This is an optimization exercise on Yosys and OpenROAD, whose aim is small area, not a production implementation. The RTL was checked by simulation tests, not by an equivalence proof against the original design. Power and IR drop assume default switching activity.

Setup of run A:
==> flow/design.v (excerpt) <==
module VGA(clk, rst, VGA_HS, VGA_VS ,VGA_R, VGA_G, VGA_B,VGA_BLANK_N,VGA_CLOCK, player, result_in, result,  state);
	input 				clk, rst;
	input		[1:0]		state;
	input 	[1:0]  	player;
	input 	[1:0] 	result;
	input 	[17:0] 	result_in;
	output 				VGA_HS, VGA_VS;
	output 				VGA_BLANK_N, VGA_CLOCK;
	output  [7:0] 	VGA_R, VGA_G, VGA_B;
	localparam [2:0] C_Z = 3'd0, C_BG = 3'd1, C_GR = 3'd2, C_BL = 3'd3, C_RD = 3'd4, C_WH = 3'd5;
	reg			pclk;		 
	reg	[1:0]	hs;		 
	reg	[7:0]	ho;		 
	reg	[1:0]	vs;		 
	reg	[7:0]	vo;		 
	reg			loaded;
	reg	[2:0]	code;
	function [5:0] t40;
		input [5:0] p;
		case (p)
			6'd0: t40 = 6'd63;
			6'd1: t40 = 6'd63;
			6'd2: t40 = 6'd63;
			6'd3: t40 = 6'd63;
			6'd4: t40 = 6'd63;
			6'd5: t40 = 6'd63;
			6'd6: t40 = 6'd63;
			6'd7: t40 = 6'd63;
			6'd8: t40 = 6'd63;
			6'd9: t40 = 6'd63;
			6'd10: t40 = 6'd63;
			6'd11: t40 = 6'd63;
			6'd12: t40 = 6'd63;
			6'd13: t40 = 6'd63;
			6'd14: t40 = 6'd63;
			6'd15: t40 = 6'd63;
			6'd16: t40 = 6'd63;
			6'd17: t40 = 6'd63;
			6'd18: t40 = 6'd63;
			6'd19: t40 = 6'd63;
			6'd20: t40 = 6'd63;
			6'd21: t40 = 6'd63;
			6'd22: t40 = 6'd63;
			6'd23: t40 = 6'd63;
			6'd24: t40 = 6'd63;
			6'd25: t40 = 6'd63;
			6'd26: t40 = 6'd63;
			6'd27: t40 = 6'd63;
			6'd28: t40 = 6'd63;
			6'd29: t40 = 6'd28;
			6'd30: t40 = 6'd27;
			6'd31: t40 = 6'd26;
			6'd32: t40 = 6'd25;
			6'd33: t40 = 6'd23;
  ...
clock: 20.0 ns
lec_check: 0
abc_area: 1
cap_margin: 20
core_margin: 2
core_utilization: 40
cts_buf_list: sky130_fd_sc_hd__clkbuf_8
slew_margin: 20
standard.sh (not shown) runs the stock make flow with config.mk's settings and CLKGATE_MAP_FILE= SYNTH_SCRIPT=/design/flow/synth_recipe.tcl, a recipe that flattens the netlist after the stock synthesis.
==> flow/flow/run.sh <==
#!/bin/bash
# Layout flow: the standard synthesis; then the combinational cells of its netlist are
# re-optimised for area with ABC (a few seeds in parallel, the smallest result kept), leaving the
# flip-flops as they are (same cells, same names); then the standard layout from floorplan
# on, with minimum-size port buffers and no dummy clock load.
set -euo pipefail
W=$(pwd)
R=$W/orfs/results/$FLOW_PLATFORM/VGA/base
LIB=$FLOW_HOME/platforms/$FLOW_PLATFORM/lib/sky130_fd_sc_hd__tt_025C_1v80.lib
YOSYS=$FLOW_HOME/../tools/install/yosys/bin/yosys
[ -x "$YOSYS" ] || YOSYS=yosys

bash standard.sh synth > $W/1_standard_synth.log 2>&1
cp $R/1_2_yosys.v $W/standard_synth.v

mkdir -p $W/resynth
run_one() {
  local tag=$1 opt=$2
  local d=$W/resynth/$tag
  mkdir -p $d
  printf 'strash\n&get -n\n&deepsyn %s\n&put\ndch -f\namap\ntopo\n' "$opt" > $d/script.abc
  cat > $d/resynth.ys <<EOC
read_liberty -ignore_miss_func $LIB
read_verilog $W/standard_synth.v
hierarchy -top $FLOW_TOP
setattr -mod -set blackbox 1 sky130_fd_sc_hd__dfxtp_1
flatten
delete t:\\\$scopeinfo
opt_clean -purge
abc -script $d/script.abc -liberty $LIB -dont_use *probe* -dont_use *lpflow* -dont_use *clkbuf* -dont_use *dly* -dont_use *clkinv*
opt_clean -purge
hilomap -singleton -hicell sky130_fd_sc_hd__conb_1 HI -locell sky130_fd_sc_hd__conb_1 LO
tee -o $d/stat.txt stat -liberty $LIB
write_verilog -noattr -nohex -nodec $d/out.v
EOC
  timeout 1200 $YOSYS -l $W/2_resynth_$tag.log $d/resynth.ys > /dev/null 2>&1 || true
}
run_one r0 "-I 4 -T 60 -S 0" &
run_one r1 "-I 4 -T 60 -S 7" &
run_one r2 "-I 4 -T 60 -S 13" &
run_one r3 "-I 4 -T 60 -S 21" &
wait
best=""; bestA=""
for d in $W/resynth/r*; do
  [ -s $d/out.v ] || continue
  a=$(awk '/Chip area/ {print $NF}' $d/stat.txt | tail -1)
  [ -n "$a" ] || continue
  echo "$(basename $d) $a" >> $W/2_resynth_areas.txt
  if [ -z "$best" ] || awk -v a=$a -v b=$bestA 'BEGIN{exit !(a<b)}'; then best=$d; bestA=$a; fi
done
echo "kept $best ($bestA)" >> $W/2_resynth_areas.txt
cp $best/out.v $R/1_2_yosys.v
rm -f $R/1_synth.odb $R/1_synth.sdc

bash standard.sh "BUFFER_PORTS_ARGS=-buffer_cell sky130_fd_sc_hd__buf_1" \
  "CTS_ARGS=-sink_clustering_enable -repair_clock_nets -buf_list sky130_fd_sc_hd__clkbuf_8 -dont_use_dummy_load" \
  finish > $W/3_standard_layout.log 2>&1
In summary, run A completed successfully, with a layout that passed the timing, design-rule and antenna checks.
For run B, these inputs were changed with respect to run A:
--- a/flow/flow/run.sh
+++ b/flow/flow/run.sh
@@ -38,4 +38,4 @@
-run_one r0 "-I 4 -T 60 -S 0" &
-run_one r1 "-I 4 -T 60 -S 7" &
-run_one r2 "-I 4 -T 60 -S 13" &
-run_one r3 "-I 4 -T 60 -S 21" &
+run_one r0 "-T 10 -S 0" &
+run_one r1 "-T 10 -S 7" &
+run_one r2 "-T 10 -S 13" &
+run_one r3 "-T 10 -S 21" &
@@ -56 +56 @@
-  "CTS_ARGS=-sink_clustering_enable -repair_clock_nets -buf_list sky130_fd_sc_hd__clkbuf_8 -dont_use_dummy_load" \
+  "CTS_ARGS=-sink_clustering_enable -sink_clustering_size 30 -sink_clustering_max_diameter 500 -repair_clock_nets -buf_list sky130_fd_sc_hd__clkbuf_8 -dont_use_dummy_load" \
==> comparison <==
Diff run B and run A: die area lower in run A
Run B vs run A: cell count after synthesis up by a few percent
Against run A, run B comes in 0.86% higher on die height.
On final hold slack: between run B and run A, it ends up lower for run B.
#### Input delta (run C over run B)
--- a/flow/flow/run.sh
+++ b/flow/flow/run.sh
@@ -56 +56 @@
-  "CTS_ARGS=-sink_clustering_enable -sink_clustering_size 30 -sink_clustering_max_diameter 500 -repair_clock_nets -buf_list sky130_fd_sc_hd__clkbuf_8 -dont_use_dummy_load" \
+  "CTS_ARGS=-repair_clock_nets -buf_list sky130_fd_sc_hd__clkbuf_16 -root_buf sky130_fd_sc_hd__clkbuf_16 -dont_use_dummy_load" \
### Flow results
- Run C vs. run B: combinational group share of total power moved down, worst-case setup margin in the final layout moved down.
- Diff run C..run B | post-synthesis instance area | unchanged
- Of the two candidates, run B has the better worst hold slack across all endpoints and run C the worse one.
- Between run C and run B, the port buffer count figures differ only marginally.
- Run B -> run C: sum of routed wire length over all layers flat

what the ideal ports hide:
How much do the figures lean on ideal ports? The routed layouts below were timed once more, with nothing changed but the port constraints. Step 1, drivers: a clkbuf_16 drives clk and a buf_2 each remaining input, both assumed. Step 2, shift: input delay + t, output delay - t, t = (earliest + latest rising clock arrival at the registers) / 2. This alone moves slack from input paths to output paths. Three values: ideal ports, drivers, drivers and shift; two values: the first two.
run	t, ns	setup WS [ns]	clock arrival spread, ns
run A	0.293	8.772 / 8.778 / 8.485	0.010 / 0.010
run B	0.292	8.629 / 8.636 / 8.344	0.015 / 0.015
run C	0.286	8.619 / 8.631 / 8.345	0.008 / 0.008
After both steps every run listed still meets setup and hold. For run A, which loses most, drivers alone change the setup slack by +0.006 ns; drivers and shift together by -0.287 ns.
